Source: an optimization exercise on an open RTL-to-GDS flow (aim: small area, a short achievable clock period and few clock cycles per item). Production flows keep margins and buffers that such runs may drop.
Function was checked by simulation only, so behaviour that the tests miss may differ from the original.
Power is estimated from default activity; no workload was simulated.

==> flow/design.v, too long to show whole: its modules and the start of the top module <==
// module neuron: 33 lines
// module weight_rom_l2: 509 lines
// module argmax_unit: 24 lines
// module global_controller: 41 lines
// module mnist_head: 550 lines
module mnist_head (
    input clk,
    input rst,
    input start,
    output [6:0] act_addr,
    input [3:0] act_data,
    output [3:0] predicted_class,
    output [39:0] logits,
    output [127:0] hidden,
    output done
);
  // ...
==> flow/run.sh <==
#!/bin/bash
# synth_recipe.tcl (not shown) runs the flow's synth.tcl, then flattens the netlist and writes it again
# the make line also repeats each setting of config.mk as NAME=value (left out here)
make -C /OpenROAD-flow-scripts/flow DESIGN_CONFIG=/design/flow/config.mk WORK_HOME=/design/flow/orfs CLKGATE_MAP_FILE= SYNTH_SCRIPT=/design/flow/synth_recipe.tcl finish
==> flow/config.mk <==
export PLATFORM = sky130hd
export DESIGN_NAME = mnist_head
export DESIGN_NICKNAME = mnist_head
export VERILOG_FILES = /design/flow/design.v
export SDC_FILE = /design/flow/constraint.sdc
export NUM_CORES = 4
export LEC_CHECK = 0
export CAP_MARGIN = 35
export CORE_MARGIN = 2
export CORE_UTILIZATION = 55
export SETUP_SLACK_MARGIN = 5
export SLEW_MARGIN = 20
export SYNTH_MEMORY_MAX_BITS = 32768
==> flow/constraint.sdc <==
create_clock -name core_clock -period 12.5 [get_ports {clk}]
set_input_delay 2.5000 -clock core_clock [delete_from_list [all_inputs] [get_ports {clk}]]
set_output_delay 2.5000 -clock core_clock [all_outputs]
set_load 0.01 [all_outputs]
==> flow_summary.yaml, run 1 <==
status:
  status: "stopped before the end"
  lastStage: "global routing (5_1_grt)"
  error: "[ERROR GRT-0116] Global routing finished with congestion. Check the congestion regions in the DRC Viewer."
global_routing:
  grt_use_met2_pct: 87.7
  grt_util_met3_pct: 56.5
  grtUsageTotal_pct: 71.4
  grt_first_pass_wirelength_mm: 444
  grt_max_degree: 188
  gr-total-overflow: 80
  met1_usage_pct: 74.4
logic_synthesis:
  ys.flop_type: "dfxtp_1"
  synth.largest_area_cell: "dfxtp_1"
  async_flop_share_pct: 0
  synthTopCellsByCount: "703 x nand2_1, 654 x nor2_1, 580 x dfxtp_1"
  yosysWarnings: 10
  synth_edf_count: 80
  ys_ff_latch: 660
  synth_fp_nets: 6277
  synth_compound_area_share_pct: 18.0
  synth.area.top_cells: "dfxtp_1 25%, ha_1 8.6%, nand2_1 5.6%, xnor2_1 5.3%, nor2_1 5.3%"
  syn-instance-count: 5901
clock_network:
  clk_path_buf_depth: 3
  cts_buffers: 74
  htreeDepth: 3
  postCtsResizedCells: 0
floorplanning:
  ios: 187
  die_h_um: 296
  initial_utilization_pct: 55.7
  die_w_um: 296
placement:
  place_congestion: 1.57
  placed_area_um2: 49700
  hpwlAfterDp_mm: 212
  post-place-ws_ns: 7.56
Testbench counts, summed over its fixed seeds: cycles 47,688, inferences 320.
==> module neuron, before the edit <==
module neuron #(
    parameter W = 12,
    parameter HAS_COMB = 0
)(
    input clk,
    input [3:0] m1,
    input [5:0] m3,
    input [6:0] m5,
    input [6:0] m7,
    input [7:1] e,
    input s,
    input clr,
    input comb,
    input [W-1:0] other,
    input wb,                
    input [3:0] wbv,
    output reg [W-1:0] acc
);
    wire [6:0] p = ({7{e[1]}} & {3'd0, m1})
                 | ({7{e[2]}} & {2'd0, m1, 1'b0})
                 | ({7{e[3]}} & {1'd0, m3})
                 | ({7{e[4]}} & {1'd0, m1, 2'b0})
                 | ({7{e[5]}} & m5)
                 | ({7{e[6]}} & {m3, 1'b0})
                 | ({7{e[7]}} & m7);
    wire [W-1:0] px = {{(W-7){s}}, p ^ {7{s}}};
    wire [W-1:0] opb = HAS_COMB ? (px | (other & {W{comb}})) : px;
    wire [W-1:0] sum = acc + opb + {{(W-1){1'b0}}, s};
    always @(posedge clk) begin
        acc <= clr ? {W{1'b0}} : sum;
        if (wb) acc[9:6] <= wbv;
    end
endmodule
==> run 2, diff against run 1 <==
--- a/flow/design.v
+++ b/flow/design.v
@@ -6,16 +6,17 @@
     input clk,
     input [3:0] m1,
     input [5:0] m3,
     input [6:0] m5,
     input [6:0] m7,
     input [7:1] e,
     input s,
     input clr,
+    input [W-1:0] ldv,
     input comb,
     input [W-1:0] other,
     input wb,                
     input [3:0] wbv,
     output reg [W-1:0] acc
 );
     wire [6:0] p = ({7{e[1]}} & {3'd0, m1})
                  | ({7{e[2]}} & {2'd0, m1, 1'b0})
@@ -23,17 +24,17 @@
                  | ({7{e[4]}} & {1'd0, m1, 2'b0})
                  | ({7{e[5]}} & m5)
                  | ({7{e[6]}} & {m3, 1'b0})
                  | ({7{e[7]}} & m7);
     wire [W-1:0] px = {{(W-7){s}}, p ^ {7{s}}};
     wire [W-1:0] opb = HAS_COMB ? (px | (other & {W{comb}})) : px;
     wire [W-1:0] sum = acc + opb + {{(W-1){1'b0}}, s};
     always @(posedge clk) begin
-        acc <= clr ? {W{1'b0}} : sum;
+        acc <= clr ? ldv : sum;
         if (wb) acc[9:6] <= wbv;
     end
 endmodule
 `timescale 1ns / 1ps
 `timescale 1ns / 1ps
 module weight_rom_l2 (
     input clk,
     input rd,
@@ -867,298 +868,302 @@
     wire [10:0] acc26;
     wire [10:0] acc27;
     wire [11:0] acc28;
     wire [10:0] acc29;
     wire [10:0] acc30;
     wire [11:0] acc31;
     neuron #(.W(11), .HAS_COMB(0)) u0 (.clk(clk),
         .m1(b0_m1), .m3(b0_m3), .m5(b0_m5), .m7(b0_m7),
-        .e({1'b0, 1'b0, 1'b0, e0_4, e0_3, e0_2, e0_1}), .s(s0), .clr(clr),
+        .e({1'b0, 1'b0, 1'b0, e0_4, e0_3, e0_2, e0_1}), .s(s0),
+        .clr(clr), .ldv({11{1'b0}}),
         .comb(1'b0), .other({11{1'b0}}), .wb(1'b0), .wbv(4'd0), .acc(acc0));
-    reg [3:0] hq0;
-    always @(posedge clk) hq0 <= (hd[0 +: 4] & {4{l2fin}}) | (hq0 & {4{~l2fin}});
-    assign hq[0 +: 4] = hq0;
     wire [4:0] t0 = acc0[10:6];
     assign hd[0 +: 4] = (t0[3:0] | {4{t0 >= 5'd16}}) & {4{t0 < 5'd24}};
     neuron #(.W(11), .HAS_COMB(0)) u1 (.clk(clk),
         .m1(b1_m1), .m3(b1_m3), .m5(b1_m5), .m7(b1_m7),
-        .e({1'b0, 1'b0, e1_5, e1_4, e1_3, e1_2, e1_1}), .s(s1), .clr(clr),
+        .e({1'b0, 1'b0, e1_5, e1_4, e1_3, e1_2, e1_1}), .s(s1),
+        .clr(clr), .ldv({11{1'b0}}),
         .comb(1'b0), .other({11{1'b0}}), .wb(1'b0), .wbv(4'd0), .acc(acc1));
-    reg [3:0] hq1;
-    always @(posedge clk) hq1 <= (hd[4 +: 4] & {4{l2fin}}) | (hq1 & {4{~l2fin}});
-    assign hq[4 +: 4] = hq1;
     wire [4:0] t1 = acc1[10:6];
     assign hd[4 +: 4] = t1[3:0] & {4{t1 < 5'd16}};
     neuron #(.W(11), .HAS_COMB(1)) u2 (.clk(clk),
         .m1(b0_m1), .m3(b0_m3), .m5(b0_m5), .m7(b0_m7),
-        .e({1'b0, 1'b0, 1'b0, 1'b0, e2_3, e2_2, e2_1}), .s(s2), .clr(clr),
+        .e({1'b0, 1'b0, 1'b0, 1'b0, e2_3, e2_2, e2_1}), .s(s2),
+        .clr(clr), .ldv({11{1'b0}}),
         .comb(comb), .other(acc5), .wb(fin), .wbv(o[2]), .acc(acc2));
-    reg [3:0] hq2;
-    always @(posedge clk) hq2 <= (hd[8 +: 4] & {4{l2fin}}) | (hq2 & {4{~l2fin}});
-    assign hq[8 +: 4] = hq2;
     wire [4:0] t2 = acc2[10:6];
     assign hd[8 +: 4] = t2[3:0] & {4{t2 < 5'd16}};
     assign o[2] = acc2[9:6] & {4{~acc2[10]}};
     assign logits[8 +: 4] = acc2[9:6];
     neuron #(.W(12), .HAS_COMB(1)) u3 (.clk(clk),
         .m1(b1_m1), .m3(b1_m3), .m5(b1_m5), .m7(b1_m7),
-        .e({1'b0, 1'b0, 1'b0, e3_4, e3_3, e3_2, e3_1}), .s(s3), .clr(clr),
+        .e({1'b0, 1'b0, 1'b0, e3_4, e3_3, e3_2, e3_1}), .s(s3),
+        .clr(clr), .ldv({12{1'b0}}),
         .comb(comb), .other({{1{acc0[10]}}, acc0}), .wb(fin), .wbv(o[1]), .acc(acc3));
-    reg [3:0] hq3;
-    always @(posedge clk) hq3 <= (hd[12 +: 4] & {4{l2fin}}) | (hq3 & {4{~l2fin}});
-    assign hq[12 +: 4] = hq3;
     wire [5:0] t3 = acc3[11:6];
     assign hd[12 +: 4] = (t3[3:0] | {4{t3 >= 6'd16}}) & {4{t3 < 6'd32}};
     assign o[1] = acc3[9:6] & {4{~acc3[11]}};
     assign logits[4 +: 4] = acc3[9:6];
     neuron #(.W(11), .HAS_COMB(1)) u4 (.clk(clk),
         .m1(b0_m1), .m3(b0_m3), .m5(b0_m5), .m7(b0_m7),
-        .e({1'b0, 1'b0, e4_5, 1'b0, e4_3, e4_2, e4_1}), .s(s4), .clr(clr),
+        .e({1'b0, 1'b0, e4_5, 1'b0, e4_3, e4_2, e4_1}), .s(s4),
+        .clr(clr), .ldv({11{1'b0}}),
         .comb(comb), .other(acc18), .wb(fin), .wbv(o[4]), .acc(acc4));
-    reg [3:0] hq4;
-    always @(posedge clk) hq4 <= (hd[16 +: 4] & {4{l2fin}}) | (hq4 & {4{~l2fin}});
-    assign hq[16 +: 4] = hq4;
     wire [4:0] t4 = acc4[10:6];
     assign hd[16 +: 4] = t4[3:0] & {4{t4 < 5'd16}};
     assign o[4] = acc4[9:6] & {4{~acc4[10]}};
     assign logits[16 +: 4] = acc4[9:6];
     neuron #(.W(11), .HAS_COMB(0)) u5 (.clk(clk),
         .m1(b1_m1), .m3(b1_m3), .m5(b1_m5), .m7(b1_m7),
-        .e({1'b0, 1'b0, e5_5, e5_4, e5_3, e5_2, e5_1}), .s(s5), .clr(clr),
+        .e({1'b0, 1'b0, e5_5, e5_4, e5_3, e5_2, e5_1}), .s(s5),
+        .clr(clr), .ldv({11{1'b0}}),
         .comb(1'b0), .other({11{1'b0}}), .wb(1'b0), .wbv(4'd0), .acc(acc5));
-    reg [3:0] hq5;
-    always @(posedge clk) hq5 <= (hd[20 +: 4] & {4{l2fin}}) | (hq5 & {4{~l2fin}});
-    assign hq[20 +: 4] = hq5;
     wire [4:0] t5 = acc5[10:6];
     assign hd[20 +: 4] = (t5[3:0] | {4{t5 >= 5'd16}}) & {4{t5 < 5'd24}};
     neuron #(.W(11), .HAS_COMB(1)) u6 (.clk(clk),
         .m1(b0_m1), .m3(b0_m3), .m5(b0_m5), .m7(b0_m7),
-        .e({1'b0, 1'b0, 1'b0, e6_4, e6_3, e6_2, e6_1}), .s(s6), .clr(clr),
+        .e({1'b0, 1'b0, 1'b0, e6_4, e6_3, e6_2, e6_1}), .s(s6),
+        .clr(clr), .ldv({11{1'b0}}),
         .comb(comb), .other(acc7), .wb(fin), .wbv(o[3]), .acc(acc6));
-    reg [3:0] hq6;
-    always @(posedge clk) hq6 <= (hd[24 +: 4] & {4{l2fin}}) | (hq6 & {4{~l2fin}});
-    assign hq[24 +: 4] = hq6;
     wire [4:0] t6 = acc6[10:6];
     assign hd[24 +: 4] = (t6[3:0] | {4{t6 >= 5'd16}}) & {4{t6 < 5'd20}};
     assign o[3] = acc6[9:6] & {4{~acc6[10]}};
     assign logits[12 +: 4] = acc6[9:6];
     neuron #(.W(11), .HAS_COMB(0)) u7 (.clk(clk),
         .m1(b1_m1), .m3(b1_m3), .m5(b1_m5), .m7(b1_m7),
-        .e({1'b0, 1'b0, 1'b0, e7_4, e7_3, e7_2, e7_1}), .s(s7), .clr(clr),
+        .e({1'b0, 1'b0, 1'b0, e7_4, e7_3, e7_2, e7_1}), .s(s7),
+        .clr(clr), .ldv({11{1'b0}}),
         .comb(1'b0), .other({11{1'b0}}), .wb(1'b0), .wbv(4'd0), .acc(acc7));
-    reg [3:0] hq7;
-    always @(posedge clk) hq7 <= (hd[28 +: 4] & {4{l2fin}}) | (hq7 & {4{~l2fin}});
-    assign hq[28 +: 4] = hq7;
     wire [4:0] t7 = acc7[10:6];
     assign hd[28 +: 4] = (t7[3:0] | {4{t7 >= 5'd16}}) & {4{t7 < 5'd20}};
     neuron #(.W(11), .HAS_COMB(0)) u8 (.clk(clk),
         .m1(b1_m1), .m3(b1_m3), .m5(b1_m5), .m7(b1_m7),
-        .e({e8_7, 1'b0, 1'b0, e8_4, e8_3, e8_2, e8_1}), .s(s8), .clr(clr),
+        .e({e8_7, 1'b0, 1'b0, e8_4, e8_3, e8_2, e8_1}), .s(s8),
+        .clr(clr), .ldv({11{1'b0}}),
         .comb(1'b0), .other({11{1'b0}}), .wb(1'b0), .wbv(4'd0), .acc(acc8));
-    reg [3:0] hq8;
-    always @(posedge clk) hq8 <= (hd[32 +: 4] & {4{l2fin}}) | (hq8 & {4{~l2fin}});
-    assign hq[32 +: 4] = hq8;
     wire [4:0] t8 = acc8[10:6];
     assign hd[32 +: 4] = t8[3:0] & {4{t8 < 5'd16}};
     neuron #(.W(11), .HAS_COMB(1)) u9 (.clk(clk),
         .m1(b0_m1), .m3(b0_m3), .m5(b0_m5), .m7(b0_m7),
-        .e({1'b0, 1'b0, 1'b0, e9_4, e9_3, e9_2, e9_1}), .s(s9), .clr(clr),
+        .e({1'b0, 1'b0, 1'b0, e9_4, e9_3, e9_2, e9_1}), .s(s9),
+        .clr(clr), .ldv({11{1'b0}}),
         .comb(comb), .other(acc19), .wb(fin), .wbv(o[5]), .acc(acc9));
-    reg [3:0] hq9;
-    always @(posedge clk) hq9 <= (hd[36 +: 4] & {4{l2fin}}) | (hq9 & {4{~l2fin}});
-    assign hq[36 +: 4] = hq9;
     wire [4:0] t9 = acc9[10:6];
     assign hd[36 +: 4] = t9[3:0] & {4{t9 < 5'd16}};
     assign o[5] = acc9[9:6] & {4{~acc9[10]}};
     assign logits[20 +: 4] = acc9[9:6];
     neuron #(.W(11), .HAS_COMB(1)) u10 (.clk(clk),
         .m1(b0_m1), .m3(b0_m3), .m5(b0_m5), .m7(b0_m7),
-        .e({1'b0, e10_6, 1'b0, e10_4, e10_3, e10_2, e10_1}), .s(s10), .clr(clr),
+        .e({1'b0, e10_6, 1'b0, e10_4, e10_3, e10_2, e10_1}), .s(s10),
+        .clr(clr), .ldv({11{1'b0}}),
         .comb(comb), .other(acc11), .wb(fin), .wbv(o[6]), .acc(acc10));
-    reg [3:0] hq10;
-    always @(posedge clk) hq10 <= (hd[40 +: 4] & {4{l2fin}}) | (hq10 & {4{~l2fin}});
-    assign hq[40 +: 4] = hq10;
     wire [4:0] t10 = acc10[10:6];
     assign hd[40 +: 4] = (t10[3:0] | {4{t10 >= 5'd16}}) & {4{t10 < 5'd20}};
     assign o[6] = acc10[9:6] & {4{~acc10[10]}};
     assign logits[24 +: 4] = acc10[9:6];
     neuron #(.W(11), .HAS_COMB(0)) u11 (.clk(clk),
         .m1(b1_m1), .m3(b1_m3), .m5(b1_m5), .m7(b1_m7),
-        .e({1'b0, 1'b0, 1'b0, 1'b0, e11_3, e11_2, e11_1}), .s(s11), .clr(clr),
+        .e({1'b0, 1'b0, 1'b0, 1'b0, e11_3, e11_2, e11_1}), .s(s11),
+        .clr(clr), .ldv({11{1'b0}}),
         .comb(1'b0), .other({11{1'b0}}), .wb(1'b0), .wbv(4'd0), .acc(acc11));
-    reg [3:0] hq11;
-    always @(posedge clk) hq11 <= (hd[44 +: 4] & {4{l2fin}}) | (hq11 & {4{~l2fin}});
-    assign hq[44 +: 4] = hq11;
     wire [4:0] t11 = acc11[10:6];
     assign hd[44 +: 4] = t11[3:0] & {4{t11 < 5'd16}};
+    wire [9:0] ld12 = {hd[51], hd[50], hd[49], hd[48], hd[5], hd[4], hd[3], hd[2], hd[1], hd[0]} & {10{l2fin}};
     neuron #(.W(10), .HAS_COMB(0)) u12 (.clk(clk),
         .m1(b0_m1), .m3(b0_m3), .m5(b0_m5), .m7(b0_m7),
-        .e({1'b0, 1'b0, 1'b0, 1'b0, 1'b0, 1'b0, e12_1}), .s(s12), .clr(clr),
-        .comb(1'b0), .other({10{1'b0}}), .wb(l2fin), .wbv(hd[48 +: 4]), .acc(acc12));
-    assign hq[48 +: 4] = acc12[9:6];
+        .e({1'b0, 1'b0, 1'b0, 1'b0, 1'b0, 1'b0, e12_1}), .s(s12),
+        .clr(clr), .ldv(ld12),
+        .comb(1'b0), .other({10{1'b0}}), .wb(1'b0), .wbv(4'd0), .acc(acc12));
     wire [3:0] t12 = acc12[9:6];
     assign hd[48 +: 4] = t12[3:0] & {4{t12 < 4'd4}};
     neuron #(.W(11), .HAS_COMB(1)) u13 (.clk(clk),
         .m1(b0_m1), .m3(b0_m3), .m5(b0_m5), .m7(b0_m7),
-        .e({1'b0, 1'b0, 1'b0, e13_4, e13_3, e13_2, e13_1}), .s(s13), .clr(clr),
+        .e({1'b0, 1'b0, 1'b0, e13_4, e13_3, e13_2, e13_1}), .s(s13),
+        .clr(clr), .ldv({11{1'b0}}),
         .comb(comb), .other(acc8), .wb(fin), .wbv(o[7]), .acc(acc13));
-    reg [3:0] hq13;
-    always @(posedge clk) hq13 <= (hd[52 +: 4] & {4{l2fin}}) | (hq13 & {4{~l2fin}});
-    assign hq[52 +: 4] = hq13;
     wire [4:0] t13 = acc13[10:6];
     assign hd[52 +: 4] = (t13[3:0] | {4{t13 >= 5'd16}}) & {4{t13 < 5'd20}};
     assign o[7] = acc13[9:6] & {4{~acc13[10]}};
     assign logits[28 +: 4] = acc13[9:6];
     neuron #(.W(11), .HAS_COMB(0)) u14 (.clk(clk),
         .m1(b1_m1), .m3(b1_m3), .m5(b1_m5), .m7(b1_m7),
-        .e({1'b0, 1'b0, 1'b0, e14_4, e14_3, e14_2, e14_1}), .s(s14), .clr(clr),
+        .e({1'b0, 1'b0, 1'b0, e14_4, e14_3, e14_2, e14_1}), .s(s14),
+        .clr(clr), .ldv({11{1'b0}}),
         .comb(1'b0), .other({11{1'b0}}), .wb(1'b0), .wbv(4'd0), .acc(acc14));
-    reg [3:0] hq14;
-    always @(posedge clk) hq14 <= (hd[56 +: 4] & {4{l2fin}}) | (hq14 & {4{~l2fin}});
-    assign hq[56 +: 4] = hq14;
     wire [4:0] t14 = acc14[10:6];
     assign hd[56 +: 4] = t14[3:0] & {4{t14 < 5'd16}};
+    wire [9:0] ld15 = {hd[63], hd[62], hd[61], hd[60], hd[11], hd[10], hd[9], hd[8], hd[7], hd[6]} & {10{l2fin}};
     neuron #(.W(10), .HAS_COMB(0)) u15 (.clk(clk),
         .m1(b0_m1), .m3(b0_m3), .m5(b0_m5), .m7(b0_m7),
-        .e({1'b0, 1'b0, 1'b0, 1'b0, 1'b0, 1'b0, e15_1}), .s(s15), .clr(clr),
-        .comb(1'b0), .other({10{1'b0}}), .wb(l2fin), .wbv(hd[60 +: 4]), .acc(acc15));
-    assign hq[60 +: 4] = acc15[9:6];
+        .e({1'b0, 1'b0, 1'b0, 1'b0, 1'b0, 1'b0, e15_1}), .s(s15),
+        .clr(clr), .ldv(ld15),
+        .comb(1'b0), .other({10{1'b0}}), .wb(1'b0), .wbv(4'd0), .acc(acc15));
     wire [3:0] t15 = acc15[9:6];
     assign hd[60 +: 4] = t15[3:0] & {4{t15 < 4'd4}};
     neuron #(.W(11), .HAS_COMB(1)) u16 (.clk(clk),
         .m1(b0_m1), .m3(b0_m3), .m5(b0_m5), .m7(b0_m7),
-        .e({e16_7, 1'b0, 1'b0, e16_4, e16_3, e16_2, e16_1}), .s(s16), .clr(clr),
+        .e({e16_7, 1'b0, 1'b0, e16_4, e16_3, e16_2, e16_1}), .s(s16),
+        .clr(clr), .ldv({11{1'b0}}),
         .comb(comb), .other(acc17), .wb(fin), .wbv(o[9]), .acc(acc16));
-    reg [3:0] hq16;
-    always @(posedge clk) hq16 <= (hd[64 +: 4] & {4{l2fin}}) | (hq16 & {4{~l2fin}});
-    assign hq[64 +: 4] = hq16;
     wire [4:0] t16 = acc16[10:6];
     assign hd[64 +: 4] = t16[3:0] & {4{t16 < 5'd16}};
     assign o[9] = acc16[9:6] & {4{~acc16[10]}};
     assign logits[36 +: 4] = acc16[9:6];
     neuron #(.W(11), .HAS_COMB(0)) u17 (.clk(clk),
         .m1(b1_m1), .m3(b1_m3), .m5(b1_m5), .m7(b1_m7),
-        .e({1'b0, 1'b0, 1'b0, e17_4, e17_3, e17_2, e17_1}), .s(s17), .clr(clr),
+        .e({1'b0, 1'b0, 1'b0, e17_4, e17_3, e17_2, e17_1}), .s(s17),
+        .clr(clr), .ldv({11{1'b0}}),
         .comb(1'b0), .other({11{1'b0}}), .wb(1'b0), .wbv(4'd0), .acc(acc17));
-    reg [3:0] hq17;
-    always @(posedge clk) hq17 <= (hd[68 +: 4] & {4{l2fin}}) | (hq17 & {4{~l2fin}});
-    assign hq[68 +: 4] = hq17;
     wire [4:0] t17 = acc17[10:6];
     assign hd[68 +: 4] = (t17[3:0] | {4{t17 >= 5'd16}}) & {4{t17 < 5'd19}};
     neuron #(.W(11), .HAS_COMB(0)) u18 (.clk(clk),
         .m1(b1_m1), .m3(b1_m3), .m5(b1_m5), .m7(b1_m7),
-        .e({1'b0, 1'b0, e18_5, e18_4, e18_3, e18_2, e18_1}), .s(s18), .clr(clr),
+        .e({1'b0, 1'b0, e18_5, e18_4, e18_3, e18_2, e18_1}), .s(s18),
+        .clr(clr), .ldv({11{1'b0}}),
         .comb(1'b0), .other({11{1'b0}}), .wb(1'b0), .wbv(4'd0), .acc(acc18));
-    reg [3:0] hq18;
-    always @(posedge clk) hq18 <= (hd[72 +: 4] & {4{l2fin}}) | (hq18 & {4{~l2fin}});
-    assign hq[72 +: 4] = hq18;
     wire [4:0] t18 = acc18[10:6];
     assign hd[72 +: 4] = (t18[3:0] | {4{t18 >= 5'd16}}) & {4{t18 < 5'd20}};
     neuron #(.W(11), .HAS_COMB(0)) u19 (.clk(clk),
         .m1(b1_m1), .m3(b1_m3), .m5(b1_m5), .m7(b1_m7),
-        .e({1'b0, 1'b0, e19_5, e19_4, e19_3, e19_2, e19_1}), .s(s19), .clr(clr),
+        .e({1'b0, 1'b0, e19_5, e19_4, e19_3, e19_2, e19_1}), .s(s19),
+        .clr(clr), .ldv({11{1'b0}}),
         .comb(1'b0), .other({11{1'b0}}), .wb(1'b0), .wbv(4'd0), .acc(acc19));
-    reg [3:0] hq19;
-    always @(posedge clk) hq19 <= (hd[76 +: 4] & {4{l2fin}}) | (hq19 & {4{~l2fin}});
-    assign hq[76 +: 4] = hq19;
     wire [4:0] t19 = acc19[10:6];
     assign hd[76 +: 4] = (t19[3:0] | {4{t19 >= 5'd16}}) & {4{t19 < 5'd20}};
+    wire [10:0] ld20 = {hd[18], hd[83], hd[82], hd[81], hd[80], hd[17], hd[16], hd[15], hd[14], hd[13], hd[12]} & {11{l2fin}};
     neuron #(.W(11), .HAS_COMB(0)) u20 (.clk(clk),
         .m1(b0_m1), .m3(b0_m3), .m5(b0_m5), .m7(b0_m7),
-        .e({1'b0, 1'b0, 1'b0, e20_4, e20_3, e20_2, e20_1}), .s(s20), .clr(clr),
-        .comb(1'b0), .other({11{1'b0}}), .wb(l2fin), .wbv(hd[80 +: 4]), .acc(acc20));
-    assign hq[80 +: 4] = acc20[9:6];
+        .e({1'b0, 1'b0, 1'b0, e20_4, e20_3, e20_2, e20_1}), .s(s20),
+        .clr(clr), .ldv(ld20),
+        .comb(1'b0), .other({11{1'b0}}), .wb(1'b0), .wbv(4'd0), .acc(acc20));
     wire [4:0] t20 = acc20[10:6];
     assign hd[80 +: 4] = (t20[3:0] | {4{t20 >= 5'd16}}) & {4{t20 < 5'd20}};
     neuron #(.W(11), .HAS_COMB(1)) u21 (.clk(clk),
         .m1(b0_m1), .m3(b0_m3), .m5(b0_m5), .m7(b0_m7),
-        .e({1'b0, 1'b0, e21_5, 1'b0, e21_3, e21_2, e21_1}), .s(s21), .clr(clr),
+        .e({1'b0, 1'b0, e21_5, 1'b0, e21_3, e21_2, e21_1}), .s(s21),
+        .clr(clr), .ldv({11{1'b0}}),
         .comb(comb), .other(acc14), .wb(fin), .wbv(o[8]), .acc(acc21));
-    reg [3:0] hq21;
-    always @(posedge clk) hq21 <= (hd[84 +: 4] & {4{l2fin}}) | (hq21 & {4{~l2fin}});
-    assign hq[84 +: 4] = hq21;
     wire [4:0] t21 = acc21[10:6];
     assign hd[84 +: 4] = (t21[3:0] | {4{t21 >= 5'd16}}) & {4{t21 < 5'd20}};
     assign o[8] = acc21[9:6] & {4{~acc21[10]}};
     assign logits[32 +: 4] = acc21[9:6];
+    wire [11:0] ld22 = {hd[26], hd[25], hd[91], hd[90], hd[89], hd[88], hd[24], hd[23], hd[22], hd[21], hd[20], hd[19]} & {12{l2fin}};
     neuron #(.W(12), .HAS_COMB(0)) u22 (.clk(clk),
         .m1(b0_m1), .m3(b0_m3), .m5(b0_m5), .m7(b0_m7),
-        .e({1'b0, 1'b0, 1'b0, e22_4, e22_3, e22_2, e22_1}), .s(s22), .clr(clr),
-        .comb(1'b0), .other({12{1'b0}}), .wb(l2fin), .wbv(hd[88 +: 4]), .acc(acc22));
-    assign hq[88 +: 4] = acc22[9:6];
+        .e({1'b0, 1'b0, 1'b0, e22_4, e22_3, e22_2, e22_1}), .s(s22),
+        .clr(clr), .ldv(ld22),
+        .comb(1'b0), .other({12{1'b0}}), .wb(1'b0), .wbv(4'd0), .acc(acc22));
     wire [5:0] t22 = acc22[11:6];
     assign hd[88 +: 4] = (t22[3:0] | {4{t22 >= 6'd16}}) & {4{t22 < 6'd32}};
     neuron #(.W(11), .HAS_COMB(1)) u23 (.clk(clk),
         .m1(b0_m1), .m3(b0_m3), .m5(b0_m5), .m7(b0_m7),
-        .e({e23_7, e23_6, 1'b0, 1'b0, e23_3, e23_2, e23_1}), .s(s23), .clr(clr),
+        .e({e23_7, e23_6, 1'b0, 1'b0, e23_3, e23_2, e23_1}), .s(s23),
+        .clr(clr), .ldv({11{1'b0}}),
         .comb(comb), .other(acc1), .wb(fin), .wbv(o[0]), .acc(acc23));
-    reg [3:0] hq23;
-    always @(posedge clk) hq23 <= (hd[92 +: 4] & {4{l2fin}}) | (hq23 & {4{~l2fin}});
-    assign hq[92 +: 4] = hq23;
     wire [4:0] t23 = acc23[10:6];
     assign hd[92 +: 4] = (t23[3:0] | {4{t23 >= 5'd16}}) & {4{t23 < 5'd20}};
     assign o[0] = acc23[9:6] & {4{~acc23[10]}};
     assign logits[0 +: 4] = acc23[9:6];
+    wire [10:0] ld24 = {hd[33], hd[99], hd[98], hd[97], hd[96], hd[32], hd[31], hd[30], hd[29], hd[28], hd[27]} & {11{l2fin}};
     neuron #(.W(11), .HAS_COMB(0)) u24 (.clk(clk),
         .m1(b0_m1), .m3(b0_m3), .m5(b0_m5), .m7(b0_m7),
-        .e({1'b0, 1'b0, 1'b0, e24_4, e24_3, e24_2, e24_1}), .s(s24), .clr(clr),
-        .comb(1'b0), .other({11{1'b0}}), .wb(l2fin), .wbv(hd[96 +: 4]), .acc(acc24));
-    assign hq[96 +: 4] = acc24[9:6];
+        .e({1'b0, 1'b0, 1'b0, e24_4, e24_3, e24_2, e24_1}), .s(s24),
+        .clr(clr), .ldv(ld24),
+        .comb(1'b0), .other({11{1'b0}}), .wb(1'b0), .wbv(4'd0), .acc(acc24));
     wire [4:0] t24 = acc24[10:6];
     assign hd[96 +: 4] = (t24[3:0] | {4{t24 >= 5'd16}}) & {4{t24 < 5'd20}};
+    wire [11:0] ld25 = {hd[41], hd[40], hd[103], hd[102], hd[101], hd[100], hd[39], hd[38], hd[37], hd[36], hd[35], hd[34]} & {12{l2fin}};
     neuron #(.W(12), .HAS_COMB(0)) u25 (.clk(clk),
         .m1(b0_m1), .m3(b0_m3), .m5(b0_m5), .m7(b0_m7),
-        .e({1'b0, 1'b0, e25_5, e25_4, e25_3, e25_2, e25_1}), .s(s25), .clr(clr),
-        .comb(1'b0), .other({12{1'b0}}), .wb(l2fin), .wbv(hd[100 +: 4]), .acc(acc25));
-    assign hq[100 +: 4] = acc25[9:6];
+        .e({1'b0, 1'b0, e25_5, e25_4, e25_3, e25_2, e25_1}), .s(s25),
+        .clr(clr), .ldv(ld25),
+        .comb(1'b0), .other({12{1'b0}}), .wb(1'b0), .wbv(4'd0), .acc(acc25));
     wire [5:0] t25 = acc25[11:6];
     assign hd[100 +: 4] = (t25[3:0] | {4{t25 >= 6'd16}}) & {4{t25 < 6'd32}};
+    wire [10:0] ld26 = {hd[52], hd[107], hd[106], hd[105], hd[104], hd[47], hd[46], hd[45], hd[44], hd[43], hd[42]} & {11{l2fin}};
     neuron #(.W(11), .HAS_COMB(0)) u26 (.clk(clk),
         .m1(b0_m1), .m3(b0_m3), .m5(b0_m5), .m7(b0_m7),
-        .e({1'b0, 1'b0, 1'b0, e26_4, e26_3, e26_2, e26_1}), .s(s26), .clr(clr),
-        .comb(1'b0), .other({11{1'b0}}), .wb(l2fin), .wbv(hd[104 +: 4]), .acc(acc26));
-    assign hq[104 +: 4] = acc26[9:6];
+        .e({1'b0, 1'b0, 1'b0, e26_4, e26_3, e26_2, e26_1}), .s(s26),
+        .clr(clr), .ldv(ld26),
+        .comb(1'b0), .other({11{1'b0}}), .wb(1'b0), .wbv(4'd0), .acc(acc26));
     wire [4:0] t26 = acc26[10:6];
     assign hd[104 +: 4] = (t26[3:0] | {4{t26 >= 5'd16}}) & {4{t26 < 5'd19}};
+    wire [10:0] ld27 = {hd[59], hd[111], hd[110], hd[109], hd[108], hd[58], hd[57], hd[56], hd[55], hd[54], hd[53]} & {11{l2fin}};
     neuron #(.W(11), .HAS_COMB(0)) u27 (.clk(clk),
         .m1(b0_m1), .m3(b0_m3), .m5(b0_m5), .m7(b0_m7),
-        .e({1'b0, 1'b0, e27_5, e27_4, e27_3, e27_2, e27_1}), .s(s27), .clr(clr),
-        .comb(1'b0), .other({11{1'b0}}), .wb(l2fin), .wbv(hd[108 +: 4]), .acc(acc27));
-    assign hq[108 +: 4] = acc27[9:6];
+        .e({1'b0, 1'b0, e27_5, e27_4, e27_3, e27_2, e27_1}), .s(s27),
+        .clr(clr), .ldv(ld27),
+        .comb(1'b0), .other({11{1'b0}}), .wb(1'b0), .wbv(4'd0), .acc(acc27));
     wire [4:0] t27 = acc27[10:6];
     assign hd[108 +: 4] = t27[3:0] & {4{t27 < 5'd16}};
+    wire [11:0] ld28 = {hd[71], hd[70], hd[115], hd[114], hd[113], hd[112], hd[69], hd[68], hd[67], hd[66], hd[65], hd[64]} & {12{l2fin}};
     neuron #(.W(12), .HAS_COMB(0)) u28 (.clk(clk),
         .m1(b0_m1), .m3(b0_m3), .m5(b0_m5), .m7(b0_m7),
-        .e({1'b0, 1'b0, 1'b0, e28_4, e28_3, e28_2, e28_1}), .s(s28), .clr(clr),
-        .comb(1'b0), .other({12{1'b0}}), .wb(l2fin), .wbv(hd[112 +: 4]), .acc(acc28));
-    assign hq[112 +: 4] = acc28[9:6];
+        .e({1'b0, 1'b0, 1'b0, e28_4, e28_3, e28_2, e28_1}), .s(s28),
+        .clr(clr), .ldv(ld28),
+        .comb(1'b0), .other({12{1'b0}}), .wb(1'b0), .wbv(4'd0), .acc(acc28));
     wire [5:0] t28 = acc28[11:6];
     assign hd[112 +: 4] = (t28[3:0] | {4{t28 >= 6'd16}}) & {4{t28 < 6'd32}};
+    wire [10:0] ld29 = {hd[78], hd[119], hd[118], hd[117], hd[116], hd[77], hd[76], hd[75], hd[74], hd[73], hd[72]} & {11{l2fin}};
     neuron #(.W(11), .HAS_COMB(0)) u29 (.clk(clk),
         .m1(b0_m1), .m3(b0_m3), .m5(b0_m5), .m7(b0_m7),
-        .e({1'b0, 1'b0, e29_5, e29_4, e29_3, e29_2, e29_1}), .s(s29), .clr(clr),
-        .comb(1'b0), .other({11{1'b0}}), .wb(l2fin), .wbv(hd[116 +: 4]), .acc(acc29));
-    assign hq[116 +: 4] = acc29[9:6];
+        .e({1'b0, 1'b0, e29_5, e29_4, e29_3, e29_2, e29_1}), .s(s29),
+        .clr(clr), .ldv(ld29),
+        .comb(1'b0), .other({11{1'b0}}), .wb(1'b0), .wbv(4'd0), .acc(acc29));
     wire [4:0] t29 = acc29[10:6];
     assign hd[116 +: 4] = t29[3:0] & {4{t29 < 5'd16}};
+    wire [10:0] ld30 = {hd[93], hd[123], hd[122], hd[121], hd[120], hd[92], hd[87], hd[86], hd[85], hd[84], hd[79]} & {11{l2fin}};
     neuron #(.W(11), .HAS_COMB(0)) u30 (.clk(clk),
         .m1(b0_m1), .m3(b0_m3), .m5(b0_m5), .m7(b0_m7),
-        .e({1'b0, 1'b0, 1'b0, e30_4, e30_3, e30_2, e30_1}), .s(s30), .clr(clr),
-        .comb(1'b0), .other({11{1'b0}}), .wb(l2fin), .wbv(hd[120 +: 4]), .acc(acc30));
-    assign hq[120 +: 4] = acc30[9:6];
+        .e({1'b0, 1'b0, 1'b0, e30_4, e30_3, e30_2, e30_1}), .s(s30),
+        .clr(clr), .ldv(ld30),
+        .comb(1'b0), .other({11{1'b0}}), .wb(1'b0), .wbv(4'd0), .acc(acc30));
     wire [4:0] t30 = acc30[10:6];
     assign hd[120 +: 4] = (t30[3:0] | {4{t30 >= 5'd16}}) & {4{t30 < 5'd21}};
+    wire [11:0] ld31 = {1'b0, 1'b0, hd[127], hd[126], hd[125], hd[124], 1'b0, 1'b0, 1'b0, 1'b0, hd[95], hd[94]} & {12{l2fin}};
     neuron #(.W(12), .HAS_COMB(0)) u31 (.clk(clk),
         .m1(b0_m1), .m3(b0_m3), .m5(b0_m5), .m7(b0_m7),
-        .e({1'b0, 1'b0, 1'b0, e31_4, e31_3, e31_2, e31_1}), .s(s31), .clr(clr),
-        .comb(1'b0), .other({12{1'b0}}), .wb(l2fin), .wbv(hd[124 +: 4]), .acc(acc31));
-    assign hq[124 +: 4] = acc31[9:6];
+        .e({1'b0, 1'b0, 1'b0, e31_4, e31_3, e31_2, e31_1}), .s(s31),
+        .clr(clr), .ldv(ld31),
+        .comb(1'b0), .other({12{1'b0}}), .wb(1'b0), .wbv(4'd0), .acc(acc31));
     wire [5:0] t31 = acc31[11:6];
     assign hd[124 +: 4] = (t31[3:0] | {4{t31 >= 6'd16}}) & {4{t31 < 6'd32}};
+    assign hq[0 +: 4] = {acc12[3], acc12[2], acc12[1], acc12[0]};
+    assign hq[4 +: 4] = {acc15[1], acc15[0], acc12[5], acc12[4]};
+    assign hq[8 +: 4] = {acc15[5], acc15[4], acc15[3], acc15[2]};
+    assign hq[12 +: 4] = {acc20[3], acc20[2], acc20[1], acc20[0]};
+    assign hq[16 +: 4] = {acc22[0], acc20[10], acc20[5], acc20[4]};
+    assign hq[20 +: 4] = {acc22[4], acc22[3], acc22[2], acc22[1]};
+    assign hq[24 +: 4] = {acc24[0], acc22[11], acc22[10], acc22[5]};
+    assign hq[28 +: 4] = {acc24[4], acc24[3], acc24[2], acc24[1]};
+    assign hq[32 +: 4] = {acc25[1], acc25[0], acc24[10], acc24[5]};
+    assign hq[36 +: 4] = {acc25[5], acc25[4], acc25[3], acc25[2]};
+    assign hq[40 +: 4] = {acc26[1], acc26[0], acc25[11], acc25[10]};
+    assign hq[44 +: 4] = {acc26[5], acc26[4], acc26[3], acc26[2]};
+    assign hq[48 +: 4] = acc12[9:6];
+    assign hq[52 +: 4] = {acc27[2], acc27[1], acc27[0], acc26[10]};
+    assign hq[56 +: 4] = {acc27[10], acc27[5], acc27[4], acc27[3]};
+    assign hq[60 +: 4] = acc15[9:6];
+    assign hq[64 +: 4] = {acc28[3], acc28[2], acc28[1], acc28[0]};
+    assign hq[68 +: 4] = {acc28[11], acc28[10], acc28[5], acc28[4]};
+    assign hq[72 +: 4] = {acc29[3], acc29[2], acc29[1], acc29[0]};
+    assign hq[76 +: 4] = {acc30[0], acc29[10], acc29[5], acc29[4]};
+    assign hq[80 +: 4] = acc20[9:6];
+    assign hq[84 +: 4] = {acc30[4], acc30[3], acc30[2], acc30[1]};
+    assign hq[88 +: 4] = acc22[9:6];
+    assign hq[92 +: 4] = {acc31[1], acc31[0], acc30[10], acc30[5]};
+    assign hq[96 +: 4] = acc24[9:6];
+    assign hq[100 +: 4] = acc25[9:6];
+    assign hq[104 +: 4] = acc26[9:6];
+    assign hq[108 +: 4] = acc27[9:6];
+    assign hq[112 +: 4] = acc28[9:6];
+    assign hq[116 +: 4] = acc29[9:6];
+    assign hq[120 +: 4] = acc30[9:6];
+    assign hq[124 +: 4] = acc31[9:6];
     wire [39:0] ov = {o[9], o[8], o[7], o[6], o[5], o[4], o[3], o[2], o[1], o[0]};
     wire [3:0] best;
     argmax_unit #(.OMAX(8)) am (.v(ov), .idx(best));
     assign hidden = hq;
     reg [3:0] cls;           
     always @(posedge clk) cls <= best;
     assign predicted_class = cls;
 endmodule
==> flow/flow/run.sh (new file) <==
#!/bin/bash
set -euo pipefail
echo "export SETUP_SLACK_MARGIN = 8.9" >> config.mk
bash standard.sh > standard.log 2>&1
==> flow/standard.sh (new file) <==
#!/bin/bash
# synth_recipe.tcl (not shown) runs the flow's synth.tcl, then flattens the netlist and writes it again
# the make line also repeats each setting of config.mk as NAME=value (left out here)
make -C /OpenROAD-flow-scripts/flow DESIGN_CONFIG=/design/flow/config.mk WORK_HOME=/design/flow/orfs CLKGATE_MAP_FILE= SYNTH_SCRIPT=/design/flow/synth_recipe.tcl "${@:-finish}"
==> flow/config.mk (replaced) <==
export PLATFORM = sky130hd
export DESIGN_NAME = mnist_head
export DESIGN_NICKNAME = mnist_head
export VERILOG_FILES = /design/flow/design.v
export SDC_FILE = /design/flow/constraint.sdc
export NUM_CORES = 4
export LEC_CHECK = 0
export CAP_MARGIN = 35
export CORE_MARGIN = 2
export CORE_UTILIZATION = 47
export SLEW_MARGIN = 20
export SYNTH_MEMORY_MAX_BITS = 32768
export SETUP_SLACK_MARGIN = 8.9
removed: flow/run.sh
==> flow_summary.yaml, run 2 <==
logic_synthesis:
  synth_edf_count: 0
  syn_area_um2: 44300
  ys_ff_latch: 580
  synth.largest_area_cell: "dfxtp_1"
  syn_area_per_cell_um2: 7.59
  netlist.area_leader.share_pct: 26.2
  yosysWarnings: 10
  yosysMostFrequentCell: "nand2_1"
  syn-instance-count: 5841
  synth_cell_types: 93
  async_flop_share_pct: 0
  synth_fp_nets: 6216
  ys_seq_area_share_pct: 26.2
  synth.area.top_cells: "dfxtp_1 26%, ha_1 9.1%, nand2_1 6.5%, xnor2_1 5.4%, nor2_1 5.1%"
  synthTopCellsByCount: "770 x nand2_1, 597 x nor2_1, 580 x dfxtp_1"
  ys.flop_type: "dfxtp_1"
status:
  error: "[ERROR GRT-0116] Global routing finished with congestion. Check the congestion regions in the DRC Viewer."
  lastStage: "global routing (5_1_grt)"
  status: "stopped before the end"
placement:
  dpl.cell_count: 7184
  hpwlAfterDp_mm: 241
  post-place-ws_ns: 7.89
  portBuffers: 186
  place_congestion: 1.46
clock_network:
  numClockSinks: 580
  clk_path_buf_depth: 3
  cts_buffers: 68
  htreeDepth: 3
  cts_root_buf: "clkbuf_16"
floorplanning:
  rows: 112
  die_h_um: 311
  die_w_um: 311
  initial_utilization_pct: 47.5
  ios: 187
global_routing:
  grt_max_degree: 79
  grtUsageTotal_pct: 77.8
  grt_pass1_vias: 62924
  grt_first_pass_wirelength_mm: 556
  gr-total-overflow: 1035
run 2: cell types whose count changed after synthesis, sizes merged, moves of 26 or more:
cell,delta
edfxtp,-80
nand2,+55
o21ai,+77
buf,-32
nand3,-26
nor2,-58
run 2: what timing repair did:
| item | CTS |
|---|---|
| resized for setup | 1371 |
| hold buffers | 0 |
| cloned | 0 |
| setup buffers | 190 |
| hold endpoints to repair | 0 |
| pin swaps | 14 |
| setup endpoints to repair | 315 |
run 2: power by group through the flow:
stage	Sequential (uW)	Clock (uW)	Combinational, uW
after floorplan	2970	0	4090
after global placement	3560	0	5310
after CTS	3420	2180	6300
after detailed placement	3570	0	5570
run 2: per-layer routing:
| metal | track usage [%] | GRT overflow |
|---|---|---|
| met1 | 79.2 | 25 |
| met3 | 64.2 | 28 |
| met5 | 33.0 | 2 |
| met2 | 92.3 | 597 |
| met4 | 74.7 | 383 |
run 2: worst max path at each step:
| stage | start | end | slack, ns | cells past startpoint |
|---|---|---|---|---|
| 4_1_cts | ctrl.addr[0] | rom.e0_1 | 8.79 | 9 |
| 3_5_place_dp | b0_m7[0] | u2.acc[10] | 7.89 | 16 |
| 3_3_place_gp | b0_m7[0] | u2.acc[10] | 7.96 | 16 |
| 2_1_floorplan | act_data[2] | b1_m5[3] | 8.84 | 6 |
run 2: logic make-up after synthesis:
| logic type | after synthesis | synth area share [%] |
|---|---|---|
| XOR/XNOR | 464 | 9.17 |
| multiplexers | 41 | 1.04 |
| adder cells (fa/ha/maj) | 368 | 11.2 |
| AO/OA/AOI/OAI | 1356 | 20.5 |
| buffers and inverters | 556 | 5.27 |
| AND/OR/NAND/NOR | 2476 | 26.7 |
| flip-flops | 580 | 26.2 |
run 2: metrics by stage:
stage / util, % / instance area (um2) / power (uW)
after floorplan: - / 44500 / 7050
after global placement: 51.5 / 48000 / 8860
after detailed placement: 52.0 / 48600 / 9140
after CTS: 57.4 / 53600 / 11900
Testbench counts of run 2, summed over its fixed seeds: cycles 47,688, inferences 320.
==> run 3, diff against run 2 <==
--- a/flow/config.mk
+++ b/flow/config.mk
@@ -9,3 +9,3 @@
 export CORE_MARGIN = 2
-export CORE_UTILIZATION = 47
+export CORE_UTILIZATION = 40
 export SLEW_MARGIN = 20
==> flow_summary.yaml, run 3 <==
status:
  status: "stopped before the end"
  lastStage: "global routing (5_1_grt)"
  error: "[ERROR GRT-0116] Global routing finished with congestion. Check the congestion regions in the DRC Viewer."
logic_synthesis:
  synth_xor_area_share_pct: 9.17
  synthMuxAreaShare_pct: 1.04
  synthTopCellsByCount: "770 x nand2_1, 597 x nor2_1, 580 x dfxtp_1"
  synth_fp_nets: 6216
  synth_simple_gate_area_share_pct: 26.7
  synth_cell_types: 93
  async_flop_share_pct: 0
  syn_area_per_cell_um2: 7.59
  syn_area_um2: 44300
  syn-instance-count: 5841
  yosysWarnings: 10
  synth_fa_ha_area_share_pct: 11.2
  netlist.area_leader.share_pct: 26.2
  ys.flop_type: "dfxtp_1"
  synth.area.top_cells: "dfxtp_1 26%, ha_1 9.1%, nand2_1 6.5%, xnor2_1 5.4%, nor2_1 5.1%"
  synth.largest_area_cell: "dfxtp_1"
  yosysMostFrequentCell: "nand2_1"
  ys_seq_area_share_pct: 26.2
  synth_top_family_by_area: "simple AND/OR/NAND/NOR gates"
  synth_compound_area_share_pct: 20.5
  synth_edf_count: 0
  ys_ff_latch: 580
floorplanning:
  ios: 187
  die_h_um: 337
  initial_utilization_pct: 40.2
  rows: 122
  die_w_um: 337
placement:
  placed_area_um2: 49400
  hpwlAfterDp_mm: 275
  place_congestion: 1.27
  portBuffers: 186
clock_network:
  cts_root_buf: "clkbuf_16"
  cts_buffers: 74
  htreeDepth: 3
  clk_path_buf_depth: 3
  numClockSinks: 580
  ctsHoldBuffers: 0
global_routing:
  gr-total-overflow: 443
  grtUsageTotal_pct: 74.1
  grt_pass1_vias: 64369
  grt_max_degree: 153
  grt_first_pass_wirelength_mm: 599
==> run 3: kinds of logic after synthesis <==
family                   after synthesis
XOR/XNOR                             464
flip-flops                           580
AND/OR/NAND/NOR                     2476
adder cells (fa/ha/maj)              368
buffers and inverters                556
AO/OA/AOI/OAI                       1356
multiplexers                          41
==> run 3: worst min path at each step <==
stage                 to  slack, ns
3_5_place_dp   ctrl.comb       0.45
2_1_floorplan  ctrl.comb       0.44
3_3_place_gp   ctrl.comb       0.43
4_1_cts        ctrl.comb       0.46
==> run 3: power by group through the flow <==
stage | combinational, uW | sequential [uW] | clock [uW]
4_1_cts | 6510 | 3460 | 2200
3_5_place_dp | 5790 | 3580 | 0
3_3_place_gp | 5450 | 3610 | 0
2_1_floorplan | 4090 | 2970 | 0
==> run 3: routing by layer <==
layer | global-route usage (%) | overflow
met1 | 75.2 | 2
met2 | 89.5 | 238
met3 | 60.5 | 2
met4 | 71.6 | 201
met5 | 22.5 | 0
==> run 3: repair_timing <==
action / CTS
gates cloned: 1
resized for setup: 1429
setup endpoints to repair: 327
pin swaps: 17
buffers inserted: 189
hold endpoints to repair: 0
==> run 3: metrics by stage <==
| stage | util, % | hold WS [ns] | cells | total power (uW) | setup slack (ns) |
|---|---|---|---|---|---|
| after CTS | 49.5 | 0.458 | 7790 | 12200 | 8.65 |
| after global placement | 44.2 | 0.434 | 7408 | 9050 | 7.87 |
| after detailed placement | 44.8 | 0.450 | 7467 | 9370 | 7.98 |
| after floorplan | - | 0.442 | 5841 | 7050 | 8.84 |
==> run 4, diff against run 3 <==
==> flow/flow/run.sh (replaced) <==
#!/bin/bash
set -euo pipefail
echo "export SETUP_SLACK_MARGIN = 8.9" >> config.mk

bash standard.sh > standard.log 2>&1
--- a/flow/config.mk
+++ b/flow/config.mk
@@ -9,3 +9,3 @@
 export CORE_MARGIN = 2
-export CORE_UTILIZATION = 40
+export CORE_UTILIZATION = 30
 export SLEW_MARGIN = 20
==> flow_summary.yaml, run 4 <==
setup_path:
  crit_path_start_kind: "register"
  path_cells: "buf_4 -> inv_1 -> ha_2 -> and2_1 -> buf_4 -> nand2_1 -> nand3_2 -> nor4_4 -> nand4_1"
  cp.required_ns: 12.90
  crit_path_top_delay_cell: "nor4_4"
  cp.arrival_ns: 4.39
  cp-end-kind: "register"
  crit_top_cell: "buf_4"
  slowest_delay_ns: 0.96
  worstSetupPathType: "register to register"
  r2r_cells: 9
  crit_fanout: 8
placement:
  portBuffers: 186
  post-place-ws_ns: 7.36
  placed_area_um2: 50400
  hpwlAfterDp_mm: 305
  place_congestion: 1.18
timing:
  setup-tns-final_ns: 0
  worst_pin_slew_ns: 1.13
  hold_viol: 0
  maxSlewHeadroom_pct: 24.5
  fin_ws_ns: 8.51
  setup_viol_count_final: 0
  finalMaxSlewViolations: 0
  min_period_ns: 3.99
  post-route-period-util_pct: 31.9
  rsz0062_at_grt: "true"
  fin_worst_skew_ns: 0.0732
  max_clock_freq_mhz: 251
cells_and_area:
  final_common_cell: "nand2_1"
  nFillCells: 15059
  stdcell_area_um2: 58000
  mostFrequentLayoutCells: "692 x nand2_1, 499 x nor2_1, 495 x buf_4, 359 x dfxtp_1, 310 x ha_1"
  fin_util_pct: 39.4
  syn_to_final_growth_pct: 30.8
  nNetsFinal: 6743
  drive_above_1_share_pct: 24.6
clock_network:
  cts_root_buf: "clkbuf_16"
  clk_pin_slew_ns: 0.06
  numClockSinks: 580
  ctsHoldBuffers: 0
  htreeDepth: 3
  cts_buffers: 76
  clk_latency_ns: 0.75
  cts_tree: "yes"
  clk_path_buf_depth: 3
logic_synthesis:
  async_flop_share_pct: 0
  ys.flop_type: "dfxtp_1"
  yosysWarnings: 10
  ys_ff_latch: 580
  syn_area_per_cell_um2: 7.59
  netlist.area_leader.share_pct: 26.2
  synth_cell_types: 93
  syn_area_um2: 44300
  yosysMostFrequentCell: "nand2_1"
  synth.largest_area_cell: "dfxtp_1"
  synth_fp_nets: 6216
  synth.area.top_cells: "dfxtp_1 26%, ha_1 9.1%, nand2_1 6.5%, xnor2_1 5.4%, nor2_1 5.1%"
  synth_edf_count: 0
  syn-instance-count: 5841
  ys_seq_area_share_pct: 26.2
  synthTopCellsByCount: "770 x nand2_1, 597 x nor2_1, 580 x dfxtp_1"
floorplanning:
  core_area_um2: 147000
  initial_utilization_pct: 30.1
  die_area_um2: 151000
  die_h_um: 388
  die_w_um: 388
  ios: 187
  rows: 141
detailed_routing:
  drtPass1Iterations: 9
  routed_wirelength_mm: 396
  vias: 55811
  ant_nets: 0
  drc: 0
  vias_per_cell: 6.62
  routedWlPerCell_um: 47.0
  drt_iter0_markers: 8262
power:
  pwr-share-seq_pct: 27.7
  power.total_uw: 12900
  p_leak_uw: 0.0270
  clock_power_share_pct: 18.8
  p_int_uw: 6860
  switching_share_pct: 46.9
  irDropWorstVdd_mv: 0.124
  p_sw_uw: 6070
  combPwrFrac_pct: 53.4
  p_per_area_nw_per_um2: 223
global_routing:
  grt_max_degree: 111
  gr-total-overflow: 0
  antenna_found_initial: 68
  grt_pass1_vias: 51424
  grtUsageTotal_pct: 51.6
  grt_first_pass_wirelength_mm: 516
min_path:
  min_path_type: "register to register"
  min_path_cells: 1
run:
  cap_violations: 0
status:
  status: "complete, no violations"
==> run 4: cell counts after synthesis <==
No cell type changed its count.
==> run 4: through the flow <==
step / std cells / hold WS (ns)
final: 8435 / 0.463
after global routing: 8383 / 0.491
after CTS: 8296 / 0.464
after detailed placement: 7961 / 0.461
after global placement: 7891 / 0.465
after floorplan: 5841 / 0.442
==> run 4: timing repair <==
| action | CTS | global route |
|---|---|---|
| cloned | 2 | 0 |
| endpoints found under the setup margin | 331 | 310 |
| pin swaps | 22 | 45 |
| gates resized for setup | 1509 | 248 |
| setup buffers | 194 | 34 |
==> run 4: area by class of cell <==
type	instances	area, um2	share of cell area [%]
Antenna cell	76	190	0.328
Inverter	234	896	1.55
Timing Repair Buffer	771	6980	12.1
Tap cell	1930	2410	4.17
Clock inverter	34	474	0.818
Sequential cell	580	12300	21.2
Clock buffer	105	2230	3.85
Multi-Input combinational cell	4705	32500	56.0
==> run 4: layer usage <==
metal / track usage, % / up-vias / routed length [um] / part of all wire [%]
met2: 72.1 / 4683 / 160000 / 40
met1: 55.6 / 26956 / 138000 / 35
met4: 56.9 / 30 / 53000 / 13
li1: - / 22346 / - / -
met3: 21.7 / 1796 / 44700 / 11
met5: 1.63 / - / 315 / 0.080
==> run 4: worst paths after layout <==
kind	startpoint	endpoint	slack, ns
min	ctrl.fin	ctrl.done	0.46
min reg2reg	ctrl.fin	ctrl.done	0.46
max reg2reg	ctrl.addr[1]	rom.s0	8.51
max	ctrl.addr[1]	rom.s0	8.51
==> run 4: power by group through the flow <==
stage / registers (uW) / logic, uW / clock network [uW]
final: 3590 / 6910 / 2440
after global routing: 3600 / 7350 / 2510
after CTS: 3520 / 6520 / 2440
after detailed placement: 3690 / 5770 / 0
after global placement: 3690 / 5630 / 0
after floorplan: 2970 / 4090 / 0
==> run 4: kinds of logic after synthesis <==
logic type                 after synthesis  synth area share (%)
buffers and inverters                  556                  5.27
muxes                                   41                  1.04
DFF                                    580                  26.2
adders and majority gates              368                  11.2
AOI/OAI and AO/OA                     1356                  20.5
xor gates and xnor gates               464                  9.17
and+or+nand+nor                       2476                  26.7
==> run 4: worst max-delay path: cells and delay by family, from the launching register on <==
family        cells  cell delay [ns]
fa+ha+maj         1             0.22
buf+inv           3             0.39
flops             1             0.39
simple gates      5             2.59

-- re-timing with driven ports --
No port has a modelled driver above. Below, the same layout with a new extraction and two added sets of constraints. Step 1, drivers: a clkbuf_16 drives clk and a buf_2 each remaining input, both assumed. Step 2 adds t to the input delays and takes it off the output delays; t is the mean of the earliest and latest rising clock arrival at the registers after step 1. Input paths then give back, and output paths get back, about the clock's delay inside the block. a / b / c = ideal / step 1 / step 2; a / b = the first two.
run: run 4
shift t [ns]: 0.814
slack for setup (ns): 8.515 / 8.515 / 8.187
worst setup path at the end: input to register
After both steps setup and hold are still met in run 4. The setup slack of run 4 moves by 0.000 ns with the drivers and by -0.328 ns with both steps.
